Source: an optimization exercise on an open RTL-to-GDS flow (aim: small area). Production flows keep margins and buffers that such runs may drop.
Where RTL was checked, it was by simulation tests only, not by an equivalence proof against the original.
The flow treats the clock pin as an ideal source. Dropping or thinning the clock tree relies on that and would not hold on a real chip.
Power is estimated from default activity; no workload was simulated.

==> run X <==
==> flow/design.v (excerpt) <==
module Top_basys3 (
  input  logic        clk,
  input  logic        btnC,
  input  logic        btnU,
  input  logic [2:0]  sw,
  output logic [3:0]  an,
  output logic [6:0]  seg,
  output logic        dp
);
  logic rst;
  assign rst = btnC;
  localparam logic [35:0] INV = 36'h1 << 20;      
  logic [6:0] p, p_n;
  logic [2:0] r, r_n;
  logic [3:0] q, q_n;
  logic [3:0] mu, mu_n, hx, hx_n;
  logic [2:0] md, md_n;
  logic       h10, h10_n;
  logic [1:0] m1, m1_n, m2, m2_n;
  logic       stable, stable_n, pulse, pulse_n, show_clock, show_n;
  logic       sync0, sync1, dly;
  logic [32:0] cur, nxt, st;
  localparam logic [32:0] RSTV = {7'd0, 3'd0, 4'hF, 4'd0, 3'd0, 4'd0, 1'b0, 2'b00, 2'b00, 1'b0, 1'b0, 1'b0};
  assign cur = st ^ INV[35:3];
  assign {p, r, q, mu, md, hx, h10, m1, m2, stable, pulse, show_clock} = cur;
  assign nxt = {p_n, r_n, q_n, mu_n, md_n, hx_n, h10_n, m1_n, m2_n, stable_n, pulse_n, show_n};
  logic [2:0] nr, nrq;
  assign {sync0, sync1, dly} = nr ^ INV[2:0];
  always_ff @(posedge clk) begin
  ...
==> module Top_basys3, before the edit <==
module Top_basys3 (
  input  logic        clk,
  input  logic        btnC,
  input  logic        btnU,
  input  logic [2:0]  sw,
  output logic [3:0]  an,
  output logic [6:0]  seg,
  output logic        dp
);
  logic rst;
  assign rst = btnC;
  localparam logic [35:0] INV = 36'h1 << 20;      
  logic [6:0] p, p_n;
  logic [2:0] r, r_n;
  logic [3:0] q, q_n;
  logic [3:0] mu, mu_n, hx, hx_n;
  logic [2:0] md, md_n;
  logic       h10, h10_n;
  logic [1:0] m1, m1_n, m2, m2_n;
  logic       stable, stable_n, pulse, pulse_n, show_clock, show_n;
  logic       sync0, sync1, dly;
  logic [32:0] cur, nxt, st;
  localparam logic [32:0] RSTV = {7'd0, 3'd0, 4'hF, 4'd0, 3'd0, 4'd0, 1'b0, 2'b00, 2'b00, 1'b0, 1'b0, 1'b0};
  assign cur = st ^ INV[35:3];
  assign {p, r, q, mu, md, hx, h10, m1, m2, stable, pulse, show_clock} = cur;
  assign nxt = {p_n, r_n, q_n, mu_n, md_n, hx_n, h10_n, m1_n, m2_n, stable_n, pulse_n, show_n};
  logic [2:0] nr, nrq;
  assign {sync0, sync1, dly} = nr ^ INV[2:0];
  always_ff @(posedge clk) begin
    st <= (rst ? RSTV : nxt) ^ INV[35:3];
    nr <= {btnU, sync0, stable} ^ INV[2:0];
  end
  logic r4, q14, p_hi, tick, mtick, unsat;
  assign r4    = r[2];
  assign q14   = q[3] & q[2] & q[1];
  assign p_hi  = &p[5:1];
  assign tick  = p_hi & p[0] & ~p[6];
  assign mtick = (&p[4:0]) & r4 & q14;
  assign unsat = &q;
  always_comb begin
    p_n = p + 7'd1;
    r_n = r4 ? 3'd0 : r + 3'd1;
    q_n = q;
    if (unsat) begin
      if (p_hi) q_n = 4'd12;
    end else if (r4) q_n = q14 ? 4'd0 : q + 4'd1;
  end
  logic mu9, md5, hx9, h2x;
  assign mu9 = mu[3] & mu[0];
  assign md5 = md[2] & md[0];
  assign h2x = hx[3] & hx[2];
  assign hx9 = hx[3] & ~hx[2] & hx[0];
  always_comb begin
    mu_n = mu; md_n = md; hx_n = hx; h10_n = h10;
    if (mtick) begin
      if (mu9) begin
        mu_n = '0;
        if (md5) begin
          md_n = '0;
          if (hx9) begin
            hx_n  = h10 ? 4'd12 : 4'd0;
            h10_n = ~h10;
          end else hx_n = hx + 4'd1;
        end else md_n = md + 3'd1;
      end else mu_n = mu + 4'd1;
    end
  end
  logic [3:0] hu;
  logic [1:0] hd;
  assign hu = {hx[3] & ~hx[2], hx[2] & ~hx[3], hx[1], hx[0]};
  assign hd = {h2x, h10};
  logic       V1, go, C;
  logic [1:0] D1, tal;
  assign V1 = m1[1] & ~m1[0];
  assign D1 = {V1, m1[1] & m1[0]};
  assign C  = sw[2];
  assign go = ~sw[0] & V1 & C;
  always_comb begin
    case (m2)
      2'd0: tal = go ? 2'd1 : 2'd0;
      2'd1: tal = go ? 2'd2 : 2'd1;
      2'd2: tal = C  ? 2'd2 : 2'd3;
      2'd3: tal = C  ? 2'd3 : 2'd0;
    endcase
  end
  always_comb begin
    m1_n = m1; m2_n = m2;
    if (tick) begin
      case (m1)
        2'b00: if (sw[0]) m1_n = 2'b01;
        2'b01: if (sw[1]) m1_n = 2'b11;
        2'b11: if (sw[1]) m1_n = 2'b10;
        default: ;
      endcase
      m2_n = tal;
    end
  end
  assign stable_n = ~unsat & sync1;
  assign pulse_n  = stable & ~dly;
  assign show_n   = show_clock ^ pulse;
  logic [1:0] f;
  assign f = p[1:0] - r[1:0];
  logic [3:0] v;
  always_comb begin
    case (f)
      2'd0: v = show_clock ? mu           : {2'b00, D1};
      2'd1: v = show_clock ? {1'b0, md}   : 4'hF;
      2'd2: v = show_clock ? hu           : 4'hF;
      2'd3: v = show_clock ? {2'b00, hd}  : {2'b00, tal};
    endcase
  end
  always_comb begin
    case (f)
      2'd0: an = 4'b1110;
      2'd1: an = 4'b1101;
      2'd2: an = 4'b1011;
      2'd3: an = 4'b0111;
    endcase
  end
  always_comb begin
    case (v)
      4'd0: seg = 7'b1000000;
      4'd1: seg = 7'b1111001;
      4'd2: seg = 7'b0100100;
      4'd3: seg = 7'b0110000;
      4'd4: seg = 7'b0011001;
      4'd5: seg = 7'b0010010;
      4'd6: seg = 7'b0000010;
      4'd7: seg = 7'b1111000;
      4'd8: seg = 7'b0000000;
      4'd9: seg = 7'b0010000;
      default: seg = 7'b1111111;
    endcase
  end
  assign dp = 1'b1;
endmodule
==> flow/config.mk <==
export PLATFORM = sky130hd
export DESIGN_NAME = Top_basys3
export DESIGN_NICKNAME = Top_basys3
export VERILOG_FILES = /design/flow/design.v
export SDC_FILE = /design/flow/constraint.sdc
export NUM_CORES = 4
export LEC_CHECK = 0
export CAP_MARGIN = 20
export CORE_MARGIN = 2
export CORE_UTILIZATION = 40
export CTS_BUF_LIST = sky130_fd_sc_hd__clkbuf_4
export PLACE_DENSITY = 0.6
export SLEW_MARGIN = 20
==> flow/constraint.sdc <==
create_clock -name core_clock -period 6.0 [get_ports {clk}]
set_input_delay 1.2000 -clock core_clock [delete_from_list [all_inputs] [get_ports {clk}]]
set_output_delay 1.2000 -clock core_clock [all_outputs]
set_load 0.01 [all_outputs]
standard.sh (not shown) runs the stock make flow with config.mk's settings and CLKGATE_MAP_FILE= SYNTH_SCRIPT=/design/flow/synth_recipe.tcl, a recipe that flattens the netlist after the stock synthesis.
==> flow/flow/run.sh <==
#!/bin/bash
# Own flow: the standard synthesis, then an area re-mapping of its
# combinational logic (registers untouched, several ABC runs, smallest
# kept), then the standard layout with minimum-size port buffers and a
# small clock tree without dummy loads whose root buffer is then
# removed (flow/clock_tree.tcl).
set -euo pipefail
HERE=$PWD
RES=$HERE/orfs/results/$FLOW_PLATFORM/Top_basys3/base
LIB=$FLOW_HOME/platforms/$FLOW_PLATFORM/lib/sky130_fd_sc_hd__tt_025C_1v80.lib
YOSYS=$(command -v yosys || echo $FLOW_HOME/../tools/install/yosys/bin/yosys)

bash standard.sh $RES/1_2_yosys.v > $HERE/std_synth.log 2>&1
cp $RES/1_2_yosys.v $HERE/std_netlist.v

mkdir -p $HERE/reopt
run_one() {
  local n=$1 script=$2
  echo "$script" > $HERE/reopt/r$n.abc
  sed -e "s|LIBFILE|$LIB|g" -e "s|NETIN|$HERE/std_netlist.v|" -e "s|NETOUT|$HERE/reopt/r$n.v|" \
      -e "s|ABCSCRIPT|$HERE/reopt/r$n.abc|" -e "s|AREAFILE|$HERE/reopt/r$n.area|" \
      flow/reopt.ys > $HERE/reopt/r$n.ys
  timeout 600 $YOSYS -s $HERE/reopt/r$n.ys > $HERE/reopt/r$n.log 2>&1 || true
}
i=0
for S in 1 2 3 4 5 6 7 8; do
  for M in "amap"; do
    i=$((i+1))
    run_one $i "strash; &get -n; &deepsyn -T 20 -S $S; &put; dch -f; $M" &
    if (( i % 4 == 0 )); then wait; fi
  done
done
wait
best=""; bestA=1e18
for a in $HERE/reopt/r*.area; do
  A=$(grep -oP "Chip area for module .*: \K[0-9.]+" $a || true)
  [[ -z "$A" ]] && continue
  if python3 -c "import sys; sys.exit(0 if $A < $bestA else 1)"; then bestA=$A; best=${a%.area}.v; fi
done
echo "best: $best $bestA" | tee $HERE/reopt/choice.txt
[[ -n "$best" ]] || exit 1
cp $best $RES/1_2_yosys.v
touch $RES/1_2_yosys.v $RES/1_2_yosys.sdc
bash standard.sh "BUFFER_PORTS_ARGS=-buffer_cell sky130_fd_sc_hd__buf_1" \
  "CTS_ARGS=-buf_list sky130_fd_sc_hd__clkbuf_4 -sink_clustering_enable -sink_clustering_size 20 -sink_clustering_max_diameter 300 -dont_use_dummy_load -repair_clock_nets" \
  "POST_CTS_TCL=$HERE/flow/clock_tree.tcl" \
  finish > $HERE/std_layout.log 2>&1
==> flow/flow/clock_tree.tcl <==
set block [ord::get_db_block]
set root [$block findInst clkbuf_0_clk]
set innet [[$root findITerm A] getNet]
set rootnet [[$root findITerm X] getNet]
set leaves {}
foreach it [$rootnet getITerms] {
  if {[$it getInst] eq $root} { continue }
  lappend leaves $it
}
if {[llength $leaves] <= 4} {
  foreach it $leaves {
    $it disconnect
    $it connect $innet
  }
  [$root findITerm A] disconnect
  [$root findITerm X] disconnect
  odb::dbInst_destroy $root
  odb::dbNet_destroy $rootnet
  if {[info exists ::env(CLK_LEAF_CELL)]} {
    foreach it $leaves { replace_cell [[$it getInst] getName] $::env(CLK_LEAF_CELL) }
  }
}
detailed_placement
estimate_parasitics -placement
report_clock_skew
Other scripts of this flow, unchanged in this note and not shown: flow/flow/reopt.ys
==> inputs of run R, as changes to run X <==
==> flow/design.v (replaced) <==
`timescale 1ns / 1ps
module Top_basys3(
  input  logic        clk,
  input  logic        btnC,
  input  logic        btnU,
  input  logic [2:0]  sw,
  output logic [3:0]  an,
  output logic [6:0]  seg,
  output logic        dp
);
  logic       rst;
  assign rst = btnC;
  logic [6:0] p;
  logic [2:0] r;
  logic [3:0] q;
  logic       r4, q14, p_hi, tick, mtick;
  assign r4    = r[2];                     
  assign q14   = q[3] & q[2] & q[1];       
  assign p_hi  = &p[5:1];                  
  assign tick  = p_hi & p[0] & ~p[6];      
  assign mtick = (&p[4:0]) & r4 & q14;     
  always_ff @(posedge clk) begin
    if (rst) begin
      p <= '0;
      r <= '0;
      q <= '0;
    end else begin
      p <= p + 7'd1;
      r <= r4 ? 3'd0 : r + 3'd1;
      if (r4) q <= q14 ? 4'd0 : q + 4'd1;
    end
  end
  logic [3:0] mu, hx;
  logic [2:0] md;
  logic       h10;
  logic       mu9, md5, hx9, h2x;
  assign mu9 = mu[3] & mu[0];
  assign md5 = md[2] & md[0];
  assign h2x = hx[3] & hx[2];              
  assign hx9 = hx[3] & ~hx[2] & hx[0];     
  always_ff @(posedge clk) begin
    if (rst) begin
      mu <= '0; md <= '0; hx <= '0; h10 <= 1'b0;
    end else if (mtick) begin
      if (mu9) begin
        mu <= '0;
        if (md5) begin
          md <= '0;
          if (hx9) begin
            hx  <= h10 ? 4'd12 : 4'd0;
            h10 <= ~h10;
          end else begin
            hx <= hx + 4'd1;
          end
        end else begin
          md <= md + 3'd1;
        end
      end else begin
        mu <= mu + 4'd1;
      end
    end
  end
  logic [3:0] hu;
  logic [1:0] hd;
  assign hu = {hx[3] & ~hx[2], hx[2] & ~hx[3], hx[1], hx[0]};
  assign hd = {h2x, h10};
  logic [1:0] m1;
  logic       V1;
  logic [1:0] D1;
  assign V1 = m1[1] & ~m1[0];
  assign D1 = {V1, m1[1] & m1[0]};
  logic [1:0] m2, tal;
  logic       go, C;
  assign C  = sw[2];
  assign go = ~sw[0] & V1 & C;
  always_comb begin
    case (m2)
      2'd0: tal = go ? 2'd1 : 2'd0;
      2'd1: tal = go ? 2'd2 : 2'd1;
      2'd2: tal = C  ? 2'd2 : 2'd3;
      2'd3: tal = C  ? 2'd3 : 2'd0;
    endcase
  end
  always_ff @(posedge clk) begin
    if (rst) begin
      m1 <= 2'd0;
      m2 <= 2'd0;
    end else if (tick) begin
      case (m1)
        2'b00: if (sw[0]) m1 <= 2'b01;
        2'b01: if (sw[1]) m1 <= 2'b11;
        2'b11: if (sw[1]) m1 <= 2'b10;
        default: ;
      endcase
      m2 <= tal;
    end
  end
  logic sync0, sync1, sat, stable, dly, pulse, show_clock;
  always_ff @(posedge clk) begin
    sync0 <= btnU;
    sync1 <= sync0;
    dly   <= stable;
    if (rst) begin
      sat        <= 1'b0;
      stable     <= 1'b0;
      pulse      <= 1'b0;
      show_clock <= 1'b0;
    end else begin
      sat        <= sat | p_hi;           
      stable     <= sat & sync1;
      pulse      <= stable & ~dly;
      show_clock <= show_clock ^ pulse;
    end
  end
  logic [1:0] f;
  assign f = p[1:0] - r[1:0];
  logic [3:0] v;
  always_comb begin
    case (f)
      2'd0: v = show_clock ? mu           : {2'b00, D1};
      2'd1: v = show_clock ? {1'b0, md}   : 4'hF;
      2'd2: v = show_clock ? hu           : 4'hF;
      2'd3: v = show_clock ? {2'b00, hd}  : {2'b00, tal};
    endcase
  end
  always_comb begin
    case (f)
      2'd0: an = 4'b1110;
      2'd1: an = 4'b1101;
      2'd2: an = 4'b1011;
      2'd3: an = 4'b0111;
    endcase
  end
  always_comb begin
    case (v)
      4'd0: seg = 7'b1000000;
      4'd1: seg = 7'b1111001;
      4'd2: seg = 7'b0100100;
      4'd3: seg = 7'b0110000;
      4'd4: seg = 7'b0011001;
      4'd5: seg = 7'b0010010;
      4'd6: seg = 7'b0000010;
      4'd7: seg = 7'b1111000;
      4'd8: seg = 7'b0000000;
      4'd9: seg = 7'b0010000;
      default: seg = 7'b1111111;
    endcase
  end
  assign dp = 1'b1;
endmodule
--- a/flow/flow/run.sh
+++ b/flow/flow/run.sh
@@ -3,6 +3,5 @@
 # combinational logic (registers untouched, several ABC runs, smallest
 # kept), then the standard layout with minimum-size port buffers and a
-# small clock tree without dummy loads whose root buffer is then
-# removed (flow/clock_tree.tcl).
+# small clock tree without dummy loads.
 set -euo pipefail
 HERE=$PWD
@@ -44,4 +43,3 @@
 bash standard.sh "BUFFER_PORTS_ARGS=-buffer_cell sky130_fd_sc_hd__buf_1" \
   "CTS_ARGS=-buf_list sky130_fd_sc_hd__clkbuf_4 -sink_clustering_enable -sink_clustering_size 20 -sink_clustering_max_diameter 300 -dont_use_dummy_load -repair_clock_nets" \
-  "POST_CTS_TCL=$HERE/flow/clock_tree.tcl" \
   finish > $HERE/std_layout.log 2>&1
removed: flow/flow/clock_tree.tcl
==> inputs of run F, as changes to run X <==
==> flow/design.v (replaced) <==
`timescale 1ns / 1ps
module Top_basys3(
  input  logic        clk,
  input  logic        btnC,
  input  logic        btnU,
  input  logic [2:0]  sw,
  output logic [3:0]  an,
  output logic [6:0]  seg,
  output logic        dp
);
  logic       rst;
  assign rst = btnC;
  logic [6:0] p;
  logic [2:0] r;
  logic [3:0] q;
  logic       r4, q14, p_hi, tick, mtick;
  assign r4    = r[2];                     
  assign q14   = q[3] & q[2] & q[1];       
  assign p_hi  = &p[5:1];                  
  assign tick  = p_hi & p[0] & ~p[6];      
  assign mtick = (&p[4:0]) & r4 & q14;     
  logic unsat;
  assign unsat = &q;
  always_ff @(posedge clk) begin
    if (rst) begin
      p <= '0;
      r <= '0;
      q <= 4'hF;
    end else begin
      p <= p + 7'd1;
      r <= r4 ? 3'd0 : r + 3'd1;
      if (unsat) begin
        if (p_hi) q <= 4'd12;
      end else if (r4) q <= q14 ? 4'd0 : q + 4'd1;
    end
  end
  logic [3:0] mu, hx;
  logic [2:0] md;
  logic       h10;
  logic       mu9, md5, hx9, h2x;
  assign mu9 = mu[3] & mu[0];
  assign md5 = md[2] & md[0];
  assign h2x = hx[3] & hx[2];              
  assign hx9 = hx[3] & ~hx[2] & hx[0];     
  always_ff @(posedge clk) begin
    if (rst) begin
      mu <= '0; md <= '0; hx <= '0; h10 <= 1'b0;
    end else if (mtick) begin
      if (mu9) begin
        mu <= '0;
        if (md5) begin
          md <= '0;
          if (hx9) begin
            hx  <= h10 ? 4'd12 : 4'd0;
            h10 <= ~h10;
          end else begin
            hx <= hx + 4'd1;
          end
        end else begin
          md <= md + 3'd1;
        end
      end else begin
        mu <= mu + 4'd1;
      end
    end
  end
  logic [3:0] hu;
  logic [1:0] hd;
  assign hu = {hx[3] & ~hx[2], hx[2] & ~hx[3], hx[1], hx[0]};
  assign hd = {h2x, h10};
  logic [1:0] m1;
  logic       V1;
  logic [1:0] D1;
  assign V1 = m1[1] & ~m1[0];
  assign D1 = {V1, m1[1] & m1[0]};
  logic [1:0] m2, tal;
  logic       go, C;
  assign C  = sw[2];
  assign go = ~sw[0] & V1 & C;
  always_comb begin
    case (m2)
      2'd0: tal = go ? 2'd1 : 2'd0;
      2'd1: tal = go ? 2'd2 : 2'd1;
      2'd2: tal = C  ? 2'd2 : 2'd3;
      2'd3: tal = C  ? 2'd3 : 2'd0;
    endcase
  end
  always_ff @(posedge clk) begin
    if (rst) begin
      m1 <= 2'd0;
      m2 <= 2'd0;
    end else if (tick) begin
      case (m1)
        2'b00: if (sw[0]) m1 <= 2'b01;
        2'b01: if (sw[1]) m1 <= 2'b11;
        2'b11: if (sw[1]) m1 <= 2'b10;
        default: ;
      endcase
      m2 <= tal;
    end
  end
  logic sync0, sync1, stable, dly, pulse, show_clock;
  always_ff @(posedge clk) begin
    sync0 <= btnU;
    sync1 <= sync0;
    dly   <= stable;
    if (rst) begin
      stable     <= 1'b0;
      pulse      <= 1'b0;
      show_clock <= 1'b0;
    end else begin
      stable     <= ~unsat & sync1;
      pulse      <= stable & ~dly;
      show_clock <= show_clock ^ pulse;
    end
  end
  logic [1:0] f;
  assign f = p[1:0] - r[1:0];
  logic [3:0] v;
  always_comb begin
    case (f)
      2'd0: v = show_clock ? mu           : {2'b00, D1};
      2'd1: v = show_clock ? {1'b0, md}   : 4'hF;
      2'd2: v = show_clock ? hu           : 4'hF;
      2'd3: v = show_clock ? {2'b00, hd}  : {2'b00, tal};
    endcase
  end
  always_comb begin
    case (f)
      2'd0: an = 4'b1110;
      2'd1: an = 4'b1101;
      2'd2: an = 4'b1011;
      2'd3: an = 4'b0111;
    endcase
  end
  always_comb begin
    case (v)
      4'd0: seg = 7'b1000000;
      4'd1: seg = 7'b1111001;
      4'd2: seg = 7'b0100100;
      4'd3: seg = 7'b0110000;
      4'd4: seg = 7'b0011001;
      4'd5: seg = 7'b0010010;
      4'd6: seg = 7'b0000010;
      4'd7: seg = 7'b1111000;
      4'd8: seg = 7'b0000000;
      4'd9: seg = 7'b0010000;
      default: seg = 7'b1111111;
    endcase
  end
  assign dp = 1'b1;
endmodule
==> run notes <==
Run status: run X finished clean; run R finished clean; run F finished clean
Final Skew: run X 19.8 ps; run R 30.2 ps; run F 29.0 ps
Weighted congestion at the end of routability-driven global placement: run X 0.767; run R 0.807; run F 0.800
Post-detailed-route wirelength per cell: run X 10.6 µm; run R 10.6 µm; run F 10.9 µm
Placed cell count: run X 274; run R 270; run F 270
Clock group share of total power: run X 19.3%; run R 25.3%; run F 20.1%
Util after Layout: run X 46.2%; run R 46.0%; run F 45.8%
Power in sequential cells: run X 0.263 mW; run R 0.252 mW; run F 0.264 mW
Worst endpoint data arrival time: run X 3360 ps; run R 3430 ps; run F 3440 ps
Total clock network power: run X 0.0909 mW; run R 0.109 mW; run F 0.0888 mW
Maximum operating frequency: run X 219 MHz; run R 216 MHz; run F 216 MHz
Slack of the worst reg-to-reg path: run X 2810 ps; run R 3120 ps; run F 2850 ps
Clock transition at path regs: run X 110 ps; run R 110 ps; run F 90 ps
CP dominant cell by count: run X sky130_fd_sc_hd__o21ai_0; run R -; run F sky130_fd_sc_hd__clkinv_1
Delay of the slowest cell on the worst path: run X 320 ps; run R 390 ps; run F 340 ps
Area overhead of the layout relative to synthesis: run X 10.2%; run R 10.3%; run F 9.84%
Final net count: run X 238; run R 235; run F 234
Nonclk inv count: run X 30; run R 31; run F 32
Transition time at the pin with the least slew margin: run X 510 ps; run R 792 ps; run F 917 ps
Master of the slowest instance on the critical path: run X sky130_fd_sc_hd__or3_1; run R sky130_fd_sc_hd__o22ai_1; run F sky130_fd_sc_hd__nor4_1
Only the layout flow was run in run X and run R; the RTL was not checked for function there.

## what the ideal ports hide
The results above use ideal ports. As a check the final layouts listed here were re-extracted and re-timed, cells and wires unchanged.
Step 1 assumes that a clkbuf_16 drives the clock port and a buf_2 every other input.
Step 2 times the ports against the registers' clock, not the clock port: input delays grow and output delays shrink by t, the midpoint of the rising clock arrivals with the driver on.
Three values: ideal ports, drivers, drivers and shift; two values: the first two.
| run | t (ns) | setup WS [ns] | hold WS [ns] | worst setup path after step 2 | worst data-port slew with drivers (ns) |
|---|---|---|---|---|---|
| run X | 0.199 | 1.435 / 1.416 / 1.416 | 0.338 / 0.338 / 0.338 | input to output | 0.03 |
| run R | 0.353 | 1.369 / 1.345 / 1.546 | 0.337 / 0.337 / 0.337 | input to output | 0.03 |
| run F | 0.199 | 1.363 / 1.340 / 1.340 | 0.333 / 0.333 / 0.333 | input to output | 0.03 |
After both steps setup and hold are still met in every run listed. For run F, which loses most, drivers alone change the setup slack by -0.023 ns; drivers and shift together by -0.023 ns.
